Source: an optimization exercise on an open RTL-to-GDS flow (aim: small area and a short achievable clock period). Production flows keep margins and buffers that such runs may drop.
At most, simulation tests tie the RTL to the original design; equivalence was not proved.

==> inputs of run a <==
// macc_417
module macc_417
  #(parameter A_WIDTH = 32,
    parameter B_WIDTH = 32
  )
  (
    input clk,
    input rst,
    input [A_WIDTH-1:0] a,
    input [B_WIDTH-1:0] b,
    input accumulate_enable,
    output [A_WIDTH+B_WIDTH-1:0] result,
    output overflow
  );
Settings: LEC_CHECK=0, CAP_MARGIN=20, CORE_MARGIN=2, CORE_UTILIZATION=55, PLACE_DENSITY=0.72, SLEW_MARGIN=20, SYNTH_HIERARCHICAL=1, SYNTH_MINIMUM_KEEP_SIZE=0; clock period 55.0 ns.
standard.sh (not shown) runs the stock make flow with config.mk's settings and CLKGATE_MAP_FILE= SYNTH_SCRIPT=/design/flow/synth_recipe.tcl, a recipe that flattens the netlist after the stock synthesis.
==> flow/flow/run.sh <==
#!/bin/bash
# The standard layout (the standard.sh: standard synthesis, then ORFS to
# finish), with one change: the buffers placed on the input and output ports
# are sky130_fd_sc_hd__buf_2 cells instead of the ones buffer_ports picks.
set -euo pipefail
export BUFFER_PORTS_ARGS="-buffer_cell sky130_fd_sc_hd__buf_2"
bash standard.sh > standard_flow.log 2>&1
==> inputs of run b, as changes to run a <==
--- a/flow/design.v
+++ b/flow/design.v
@@ -11,60 +11,60 @@
     output [A_WIDTH+B_WIDTH-1:0] result,
     output overflow
   );
   reg [63:0] accumulator;
   always @(posedge clk or posedge rst) begin
     if (rst) accumulator <= 64'd0;
     else accumulator <= result;
   end
-  wire [31:0] bg = b & {32{accumulate_enable}};
-  wire [32:0] bx = {bg, 1'b0};
+  wire [31:0] ag = a & {32{accumulate_enable}};
+  wire [32:0] bx = {b, 1'b0};
   wire [15:0] one, two, neg, negn;
   genvar gi;
   generate
     for (gi = 0; gi < 16; gi = gi + 1) begin : g_enc
       booth_enc u_enc (.y(bx[2*gi+2:2*gi]),
                        .one(one[gi]), .two(two[gi]), .neg(neg[gi]), .negn(negn[gi]));
     end
   endgenerate
   wire [31:0] pl;
-  last_row u_last (.y(bg[31]), .a(a), .pl(pl));
+  last_row u_last (.y(b[31]), .a(ag), .pl(pl));
   wire [32:0] pp0;
-  booth_row u_row0 (.one(one[0]), .two(two[0]), .neg(neg[0]), .a(a), .pp(pp0));
+  booth_row u_row0 (.one(one[0]), .two(two[0]), .neg(neg[0]), .a(ag), .pp(pp0));
   wire [32:0] pp1;
-  booth_row u_row1 (.one(one[1]), .two(two[1]), .neg(neg[1]), .a(a), .pp(pp1));
+  booth_row u_row1 (.one(one[1]), .two(two[1]), .neg(neg[1]), .a(ag), .pp(pp1));
   wire [32:0] pp2;
-  booth_row u_row2 (.one(one[2]), .two(two[2]), .neg(neg[2]), .a(a), .pp(pp2));
+  booth_row u_row2 (.one(one[2]), .two(two[2]), .neg(neg[2]), .a(ag), .pp(pp2));
   wire [32:0] pp3;
-  booth_row u_row3 (.one(one[3]), .two(two[3]), .neg(neg[3]), .a(a), .pp(pp3));
+  booth_row u_row3 (.one(one[3]), .two(two[3]), .neg(neg[3]), .a(ag), .pp(pp3));
   wire [32:0] pp4;
-  booth_row u_row4 (.one(one[4]), .two(two[4]), .neg(neg[4]), .a(a), .pp(pp4));
+  booth_row u_row4 (.one(one[4]), .two(two[4]), .neg(neg[4]), .a(ag), .pp(pp4));
   wire [32:0] pp5;
-  booth_row u_row5 (.one(one[5]), .two(two[5]), .neg(neg[5]), .a(a), .pp(pp5));
+  booth_row u_row5 (.one(one[5]), .two(two[5]), .neg(neg[5]), .a(ag), .pp(pp5));
   wire [32:0] pp6;
-  booth_row u_row6 (.one(one[6]), .two(two[6]), .neg(neg[6]), .a(a), .pp(pp6));
+  booth_row u_row6 (.one(one[6]), .two(two[6]), .neg(neg[6]), .a(ag), .pp(pp6));
   wire [32:0] pp7;
-  booth_row u_row7 (.one(one[7]), .two(two[7]), .neg(neg[7]), .a(a), .pp(pp7));
+  booth_row u_row7 (.one(one[7]), .two(two[7]), .neg(neg[7]), .a(ag), .pp(pp7));
   wire [32:0] pp8;
-  booth_row u_row8 (.one(one[8]), .two(two[8]), .neg(neg[8]), .a(a), .pp(pp8));
+  booth_row u_row8 (.one(one[8]), .two(two[8]), .neg(neg[8]), .a(ag), .pp(pp8));
   wire [32:0] pp9;
-  booth_row u_row9 (.one(one[9]), .two(two[9]), .neg(neg[9]), .a(a), .pp(pp9));
+  booth_row u_row9 (.one(one[9]), .two(two[9]), .neg(neg[9]), .a(ag), .pp(pp9));
   wire [32:0] pp10;
-  booth_row u_row10 (.one(one[10]), .two(two[10]), .neg(neg[10]), .a(a), .pp(pp10));
+  booth_row u_row10 (.one(one[10]), .two(two[10]), .neg(neg[10]), .a(ag), .pp(pp10));
   wire [32:0] pp11;
-  booth_row u_row11 (.one(one[11]), .two(two[11]), .neg(neg[11]), .a(a), .pp(pp11));
+  booth_row u_row11 (.one(one[11]), .two(two[11]), .neg(neg[11]), .a(ag), .pp(pp11));
   wire [32:0] pp12;
-  booth_row u_row12 (.one(one[12]), .two(two[12]), .neg(neg[12]), .a(a), .pp(pp12));
+  booth_row u_row12 (.one(one[12]), .two(two[12]), .neg(neg[12]), .a(ag), .pp(pp12));
   wire [32:0] pp13;
-  booth_row u_row13 (.one(one[13]), .two(two[13]), .neg(neg[13]), .a(a), .pp(pp13));
+  booth_row u_row13 (.one(one[13]), .two(two[13]), .neg(neg[13]), .a(ag), .pp(pp13));
   wire [32:0] pp14;
-  booth_row u_row14 (.one(one[14]), .two(two[14]), .neg(neg[14]), .a(a), .pp(pp14));
+  booth_row u_row14 (.one(one[14]), .two(two[14]), .neg(neg[14]), .a(ag), .pp(pp14));
   wire [32:0] pp15;
-  booth_row u_row15 (.one(one[15]), .two(two[15]), .neg(neg[15]), .a(a), .pp(pp15));
+  booth_row u_row15 (.one(one[15]), .two(two[15]), .neg(neg[15]), .a(ag), .pp(pp15));
   wire s0, c0, s1, c1, s2, c2, s3, c3, s4, c4, s5, c5, s6, c6, s7, c7;
   wire s8, c8, s9, c9, s10, c10, s11, c11, s12, c12, s13, c13, s14, c14, s15, c15;
   wire s16, c16, s17, c17, s18, c18, s19, c19, s20, c20, s21, c21, s22, c22, s23, c23;
   wire s24, c24, s25, c25, s26, c26, s27, c27, s28, c28, s29, c29, s30, c30, s31, c31;
   wire s32, c32, s33, c33, s34, c34, s35, c35, s36, c36, s37, c37, s38, c38, s39, c39;
   wire s40, c40, s41, c41, s42, c42, s43, c43, s44, c44, s45, c45, s46, c46, s47, c47;
   wire s48, c48, s49, c49, s50, c50, s51, c51, s52, c52, s53, c53, s54, c54, s55, c55;
   wire s56, c56, s57, c57, s58, c58, s59, c59, s60, c60, s61, c61, s62, c62, s63, c63;
==> flow/run.sh (new file) <==
#!/bin/bash
# synth_recipe.tcl (not shown) runs the flow's synth.tcl, then flattens the netlist and writes it again
# the make line also repeats each setting of config.mk as NAME=value (left out here)
make -C /OpenROAD-flow-scripts/flow DESIGN_CONFIG=/design/flow/config.mk WORK_HOME=/design/flow/orfs CLKGATE_MAP_FILE= SYNTH_SCRIPT=/design/flow/synth_recipe.tcl finish
==> flow/config.mk (replaced) <==
export PLATFORM = sky130hd
export DESIGN_NAME = macc_417
export DESIGN_NICKNAME = macc_417
export VERILOG_FILES = /design/flow/design.v
export SDC_FILE = /design/flow/constraint.sdc
export NUM_CORES = 4
export LEC_CHECK = 0
export CAP_MARGIN = 20
export CORE_MARGIN = 2
export CORE_UTILIZATION = 40
export SLEW_MARGIN = 20
export SYNTH_HIERARCHICAL = 1
export SYNTH_MINIMUM_KEEP_SIZE = 0
removed: flow/flow/run.sh
removed: flow/standard.sh
==> inputs of run c, as changes to run a <==
--- a/flow/design.v
+++ b/flow/design.v
@@ -11,60 +11,60 @@
     output [A_WIDTH+B_WIDTH-1:0] result,
     output overflow
   );
   reg [63:0] accumulator;
   always @(posedge clk or posedge rst) begin
     if (rst) accumulator <= 64'd0;
     else accumulator <= result;
   end
-  wire [31:0] bg = b & {32{accumulate_enable}};
-  wire [32:0] bx = {bg, 1'b0};
+  wire [31:0] ag = a & {32{accumulate_enable}};
+  wire [32:0] bx = {b, 1'b0};
   wire [15:0] one, two, neg, negn;
   genvar gi;
   generate
     for (gi = 0; gi < 16; gi = gi + 1) begin : g_enc
-      booth_enc u_enc (.y(bx[2*gi+2:2*gi]),
+      booth_enc u_enc (.en(accumulate_enable), .y(bx[2*gi+2:2*gi]),
                        .one(one[gi]), .two(two[gi]), .neg(neg[gi]), .negn(negn[gi]));
     end
   endgenerate
   wire [31:0] pl;
-  last_row u_last (.y(bg[31]), .a(a), .pl(pl));
+  last_row u_last (.y(b[31]), .a(ag), .pl(pl));
   wire [32:0] pp0;
-  booth_row u_row0 (.one(one[0]), .two(two[0]), .neg(neg[0]), .a(a), .pp(pp0));
+  booth_row u_row0 (.one(one[0]), .two(two[0]), .neg(neg[0]), .a(ag), .pp(pp0));
   wire [32:0] pp1;
-  booth_row u_row1 (.one(one[1]), .two(two[1]), .neg(neg[1]), .a(a), .pp(pp1));
+  booth_row u_row1 (.one(one[1]), .two(two[1]), .neg(neg[1]), .a(ag), .pp(pp1));
   wire [32:0] pp2;
-  booth_row u_row2 (.one(one[2]), .two(two[2]), .neg(neg[2]), .a(a), .pp(pp2));
+  booth_row u_row2 (.one(one[2]), .two(two[2]), .neg(neg[2]), .a(ag), .pp(pp2));
   wire [32:0] pp3;
-  booth_row u_row3 (.one(one[3]), .two(two[3]), .neg(neg[3]), .a(a), .pp(pp3));
+  booth_row u_row3 (.one(one[3]), .two(two[3]), .neg(neg[3]), .a(ag), .pp(pp3));
   wire [32:0] pp4;
-  booth_row u_row4 (.one(one[4]), .two(two[4]), .neg(neg[4]), .a(a), .pp(pp4));
+  booth_row u_row4 (.one(one[4]), .two(two[4]), .neg(neg[4]), .a(ag), .pp(pp4));
   wire [32:0] pp5;
-  booth_row u_row5 (.one(one[5]), .two(two[5]), .neg(neg[5]), .a(a), .pp(pp5));
+  booth_row u_row5 (.one(one[5]), .two(two[5]), .neg(neg[5]), .a(ag), .pp(pp5));
   wire [32:0] pp6;
-  booth_row u_row6 (.one(one[6]), .two(two[6]), .neg(neg[6]), .a(a), .pp(pp6));
+  booth_row u_row6 (.one(one[6]), .two(two[6]), .neg(neg[6]), .a(ag), .pp(pp6));
   wire [32:0] pp7;
-  booth_row u_row7 (.one(one[7]), .two(two[7]), .neg(neg[7]), .a(a), .pp(pp7));
+  booth_row u_row7 (.one(one[7]), .two(two[7]), .neg(neg[7]), .a(ag), .pp(pp7));
   wire [32:0] pp8;
-  booth_row u_row8 (.one(one[8]), .two(two[8]), .neg(neg[8]), .a(a), .pp(pp8));
+  booth_row u_row8 (.one(one[8]), .two(two[8]), .neg(neg[8]), .a(ag), .pp(pp8));
   wire [32:0] pp9;
-  booth_row u_row9 (.one(one[9]), .two(two[9]), .neg(neg[9]), .a(a), .pp(pp9));
+  booth_row u_row9 (.one(one[9]), .two(two[9]), .neg(neg[9]), .a(ag), .pp(pp9));
   wire [32:0] pp10;
-  booth_row u_row10 (.one(one[10]), .two(two[10]), .neg(neg[10]), .a(a), .pp(pp10));
+  booth_row u_row10 (.one(one[10]), .two(two[10]), .neg(neg[10]), .a(ag), .pp(pp10));
   wire [32:0] pp11;
-  booth_row u_row11 (.one(one[11]), .two(two[11]), .neg(neg[11]), .a(a), .pp(pp11));
+  booth_row u_row11 (.one(one[11]), .two(two[11]), .neg(neg[11]), .a(ag), .pp(pp11));
   wire [32:0] pp12;
-  booth_row u_row12 (.one(one[12]), .two(two[12]), .neg(neg[12]), .a(a), .pp(pp12));
+  booth_row u_row12 (.one(one[12]), .two(two[12]), .neg(neg[12]), .a(ag), .pp(pp12));
   wire [32:0] pp13;
-  booth_row u_row13 (.one(one[13]), .two(two[13]), .neg(neg[13]), .a(a), .pp(pp13));
+  booth_row u_row13 (.one(one[13]), .two(two[13]), .neg(neg[13]), .a(ag), .pp(pp13));
   wire [32:0] pp14;
-  booth_row u_row14 (.one(one[14]), .two(two[14]), .neg(neg[14]), .a(a), .pp(pp14));
+  booth_row u_row14 (.one(one[14]), .two(two[14]), .neg(neg[14]), .a(ag), .pp(pp14));
   wire [32:0] pp15;
-  booth_row u_row15 (.one(one[15]), .two(two[15]), .neg(neg[15]), .a(a), .pp(pp15));
+  booth_row u_row15 (.one(one[15]), .two(two[15]), .neg(neg[15]), .a(ag), .pp(pp15));
   wire s0, c0, s1, c1, s2, c2, s3, c3, s4, c4, s5, c5, s6, c6, s7, c7;
   wire s8, c8, s9, c9, s10, c10, s11, c11, s12, c12, s13, c13, s14, c14, s15, c15;
   wire s16, c16, s17, c17, s18, c18, s19, c19, s20, c20, s21, c21, s22, c22, s23, c23;
   wire s24, c24, s25, c25, s26, c26, s27, c27, s28, c28, s29, c29, s30, c30, s31, c31;
   wire s32, c32, s33, c33, s34, c34, s35, c35, s36, c36, s37, c37, s38, c38, s39, c39;
   wire s40, c40, s41, c41, s42, c42, s43, c43, s44, c44, s45, c45, s46, c46, s47, c47;
   wire s48, c48, s49, c49, s50, c50, s51, c51, s52, c52, s53, c53, s54, c54, s55, c55;
   wire s56, c56, s57, c57, s58, c58, s59, c59, s60, c60, s61, c61, s62, c62, s63, c63;
@@ -727,20 +727,20 @@
   assign s590 = ~c588;
   wire [64:0] x = {c589, c587, c584, c581, c577, c573, c568, c563, c557, c551, c544, c537, c529, c521, c512, c503, c493, c483, c472, c461, c449, c437, c424, c411, c397, c383, c368, c353, c337, c321, c304, c287, c271, c255, c239, c224, c209, c195, c181, c168, c155, c143, c131, c120, c109, c99, c89, c80, c71, c63, c55, c48, c41, c35, c29, c24, c19, c15, c11, c8, s7, c3, s2, pp0[1], pp0[0]};
   wire [64:0] y = {s590, s589, s587, s584, s581, s577, s573, s568, s563, s557, s551, s544, s537, s529, s521, s512, s503, s493, s483, s472, s461, s449, s437, s424, s411, s397, s383, s368, s353, s337, s321, s304, s287, s271, s255, s239, s224, s209, s195, s181, s168, s155, s143, s131, s120, s109, s99, s89, s80, s71, s63, s55, s48, s41, s35, s29, s24, s19, s15, s11, s8, s5, s3, s1, s0};
   wire [64:0] sum;
   final_adder u_add (.x(x), .y(y), .s(sum));
   assign result = sum[63:0];
   assign overflow = sum[64];
 endmodule
-module booth_enc (input [2:0] y, output one, output two, output neg, output negn);
+module booth_enc (input en, input [2:0] y, output one, output two, output neg, output negn);
   assign one = y[1] ^ y[0];
   assign two = (y[2] & ~y[1] & ~y[0]) | (~y[2] & y[1] & y[0]);
-  assign neg = y[2];
+  assign neg = en & y[2];
   assign negn = ~neg;
 endmodule
 module booth_row (input one, input two, input neg, input [31:0] a, output [32:0] pp);
   wire [32:0] a0 = {1'b0, a};
   wire [32:0] a1 = {a, 1'b0};
   assign pp = ((a0 & {33{one}}) | (a1 & {33{two}})) ^ {33{neg}};
 endmodule
 module last_row (input y, input [31:0] a, output [31:0] pl);
==> flow/config.mk (replaced) <==
export PLATFORM = sky130hd
export DESIGN_NAME = macc_417
export DESIGN_NICKNAME = macc_417
export VERILOG_FILES = /design/flow/design.v
export SDC_FILE = /design/flow/constraint.sdc
export NUM_CORES = 4
export LEC_CHECK = 0
export CAP_MARGIN = 20
export CORE_MARGIN = 2
export CORE_UTILIZATION = 65
export PLACE_DENSITY = 0.8
export SLEW_MARGIN = 20
export SYNTH_HIERARCHICAL = 1
export SYNTH_MINIMUM_KEEP_SIZE = 0
==> inputs of run d, as changes to run a <==
--- a/flow/design.v
+++ b/flow/design.v
@@ -11,28 +11,27 @@
     output [A_WIDTH+B_WIDTH-1:0] result,
     output overflow
   );
   reg [63:0] accumulator;
   always @(posedge clk or posedge rst) begin
     if (rst) accumulator <= 64'd0;
     else accumulator <= result;
   end
-  wire [31:0] bg = b & {32{accumulate_enable}};
-  wire [32:0] bx = {bg, 1'b0};
+  wire [32:0] bx = {b, 1'b0};
   wire [15:0] one, two, neg, negn;
   genvar gi;
   generate
     for (gi = 0; gi < 16; gi = gi + 1) begin : g_enc
-      booth_enc u_enc (.y(bx[2*gi+2:2*gi]),
+      booth_enc u_enc (.en(accumulate_enable), .y(bx[2*gi+2:2*gi]),
                        .one(one[gi]), .two(two[gi]), .neg(neg[gi]), .negn(negn[gi]));
     end
   endgenerate
   wire [31:0] pl;
-  last_row u_last (.y(bg[31]), .a(a), .pl(pl));
+  last_row u_last (.en(accumulate_enable), .y(b[31]), .a(a), .pl(pl));
   wire [32:0] pp0;
   booth_row u_row0 (.one(one[0]), .two(two[0]), .neg(neg[0]), .a(a), .pp(pp0));
   wire [32:0] pp1;
   booth_row u_row1 (.one(one[1]), .two(two[1]), .neg(neg[1]), .a(a), .pp(pp1));
   wire [32:0] pp2;
   booth_row u_row2 (.one(one[2]), .two(two[2]), .neg(neg[2]), .a(a), .pp(pp2));
   wire [32:0] pp3;
   booth_row u_row3 (.one(one[3]), .two(two[3]), .neg(neg[3]), .a(a), .pp(pp3));
@@ -727,29 +726,30 @@
   assign s590 = ~c588;
   wire [64:0] x = {c589, c587, c584, c581, c577, c573, c568, c563, c557, c551, c544, c537, c529, c521, c512, c503, c493, c483, c472, c461, c449, c437, c424, c411, c397, c383, c368, c353, c337, c321, c304, c287, c271, c255, c239, c224, c209, c195, c181, c168, c155, c143, c131, c120, c109, c99, c89, c80, c71, c63, c55, c48, c41, c35, c29, c24, c19, c15, c11, c8, s7, c3, s2, pp0[1], pp0[0]};
   wire [64:0] y = {s590, s589, s587, s584, s581, s577, s573, s568, s563, s557, s551, s544, s537, s529, s521, s512, s503, s493, s483, s472, s461, s449, s437, s424, s411, s397, s383, s368, s353, s337, s321, s304, s287, s271, s255, s239, s224, s209, s195, s181, s168, s155, s143, s131, s120, s109, s99, s89, s80, s71, s63, s55, s48, s41, s35, s29, s24, s19, s15, s11, s8, s5, s3, s1, s0};
   wire [64:0] sum;
   final_adder u_add (.x(x), .y(y), .s(sum));
   assign result = sum[63:0];
   assign overflow = sum[64];
 endmodule
-module booth_enc (input [2:0] y, output one, output two, output neg, output negn);
-  assign one = y[1] ^ y[0];
-  assign two = (y[2] & ~y[1] & ~y[0]) | (~y[2] & y[1] & y[0]);
-  assign neg = y[2];
+module booth_enc (input en, input [2:0] y, output one, output two, output neg, output negn);
+  assign one = en & (y[1] ^ y[0]);
+  assign two = en & ((y[2] & ~y[1] & ~y[0]) | (~y[2] & y[1] & y[0]));
+  assign neg = en & y[2];
   assign negn = ~neg;
 endmodule
 module booth_row (input one, input two, input neg, input [31:0] a, output [32:0] pp);
   wire [32:0] a0 = {1'b0, a};
   wire [32:0] a1 = {a, 1'b0};
   assign pp = ((a0 & {33{one}}) | (a1 & {33{two}})) ^ {33{neg}};
 endmodule
-module last_row (input y, input [31:0] a, output [31:0] pl);
-  assign pl = a & {32{y}};
+module last_row (input en, input y, input [31:0] a, output [31:0] pl);
+  wire e = en & y;
+  assign pl = a & {32{e}};
 endmodule
 module fa (input a, input b, input ci, output s, output co);
   assign s = a ^ b ^ ci;
   assign co = (a & b) | (a & ci) | (b & ci);
 endmodule
 module ha (input a, input b, output s, output co);
   assign s = a ^ b;
   assign co = a & b;
==> flow/config.mk (replaced) <==
export PLATFORM = sky130hd
export DESIGN_NAME = macc_417
export DESIGN_NICKNAME = macc_417
export VERILOG_FILES = /design/flow/design.v
export SDC_FILE = /design/flow/constraint.sdc
export NUM_CORES = 4
export LEC_CHECK = 0
export CAP_MARGIN = 20
export CORE_MARGIN = 2
export CORE_UTILIZATION = 40
export SLEW_MARGIN = 20
export SYNTH_HIERARCHICAL = 1
export SYNTH_MINIMUM_KEEP_SIZE = 0
==> notes <==
Run a passed the timing, DRC and antenna checks. Run c completed with no timing, DRC or antenna violations. Run b passed the timing, DRC and antenna checks. Run d passed the timing, DRC and antenna checks. The highest clock skew belongs to run d, the lowest to run c. In run d the utilization is lower than in run c, by 26 points. The highest die area belongs to run b, the lowest to run c. In flip-flop and latch count, run a and run b do not differ. Against run c, the area after synthesis of run d is smaller by about 0.8%. The highest register-to-register slack belongs to run a, the lowest to run c. Between run c and run d, the lower synthesized cell count is in run d (gap about 1.4%, measured against run d). The highest cell area belongs to run b, the lowest to run c. Between run c and run d, the lower maximum frequency is in run d (gap about 1.1%, measured against run d).
Only the layout flow was run in run d; the RTL was not checked for function there.

port drivers added, routing unchanged:
How much do the figures lean on ideal ports? The routed layouts below were timed once more, with nothing changed but the port constraints.
Step 1 assumes that a clkbuf_16 drives the clock port and a buf_2 every other input.
Step 2 times the ports against the registers' clock, not the clock port: input delays grow and output delays shrink by t, the midpoint of the rising clock arrivals with the driver on.
a / b / c = ideal / step 1 / step 2; a / b = the first two.
| run | t, ns | setup slack, ns | worst setup path after step 2 | cell pins on the clock port's net |
|---|---|---|---|---|
| run a | 0.451 | 24.133 / 24.111 / 24.111 | input to output | 1 |
| run b | 0.465 | 24.241 / 24.218 / 24.218 | input to output | 1 |
| run c | 0.447 | 24.591 / 24.565 / 24.565 | input to output | 1 |
| run d | 0.452 | 24.260 / 24.200 / 24.200 | input to output | 1 |
After both steps setup and hold are still met in every run listed. For run d, which loses most, drivers alone change the setup slack by -0.060 ns; drivers and shift together by -0.060 ns.
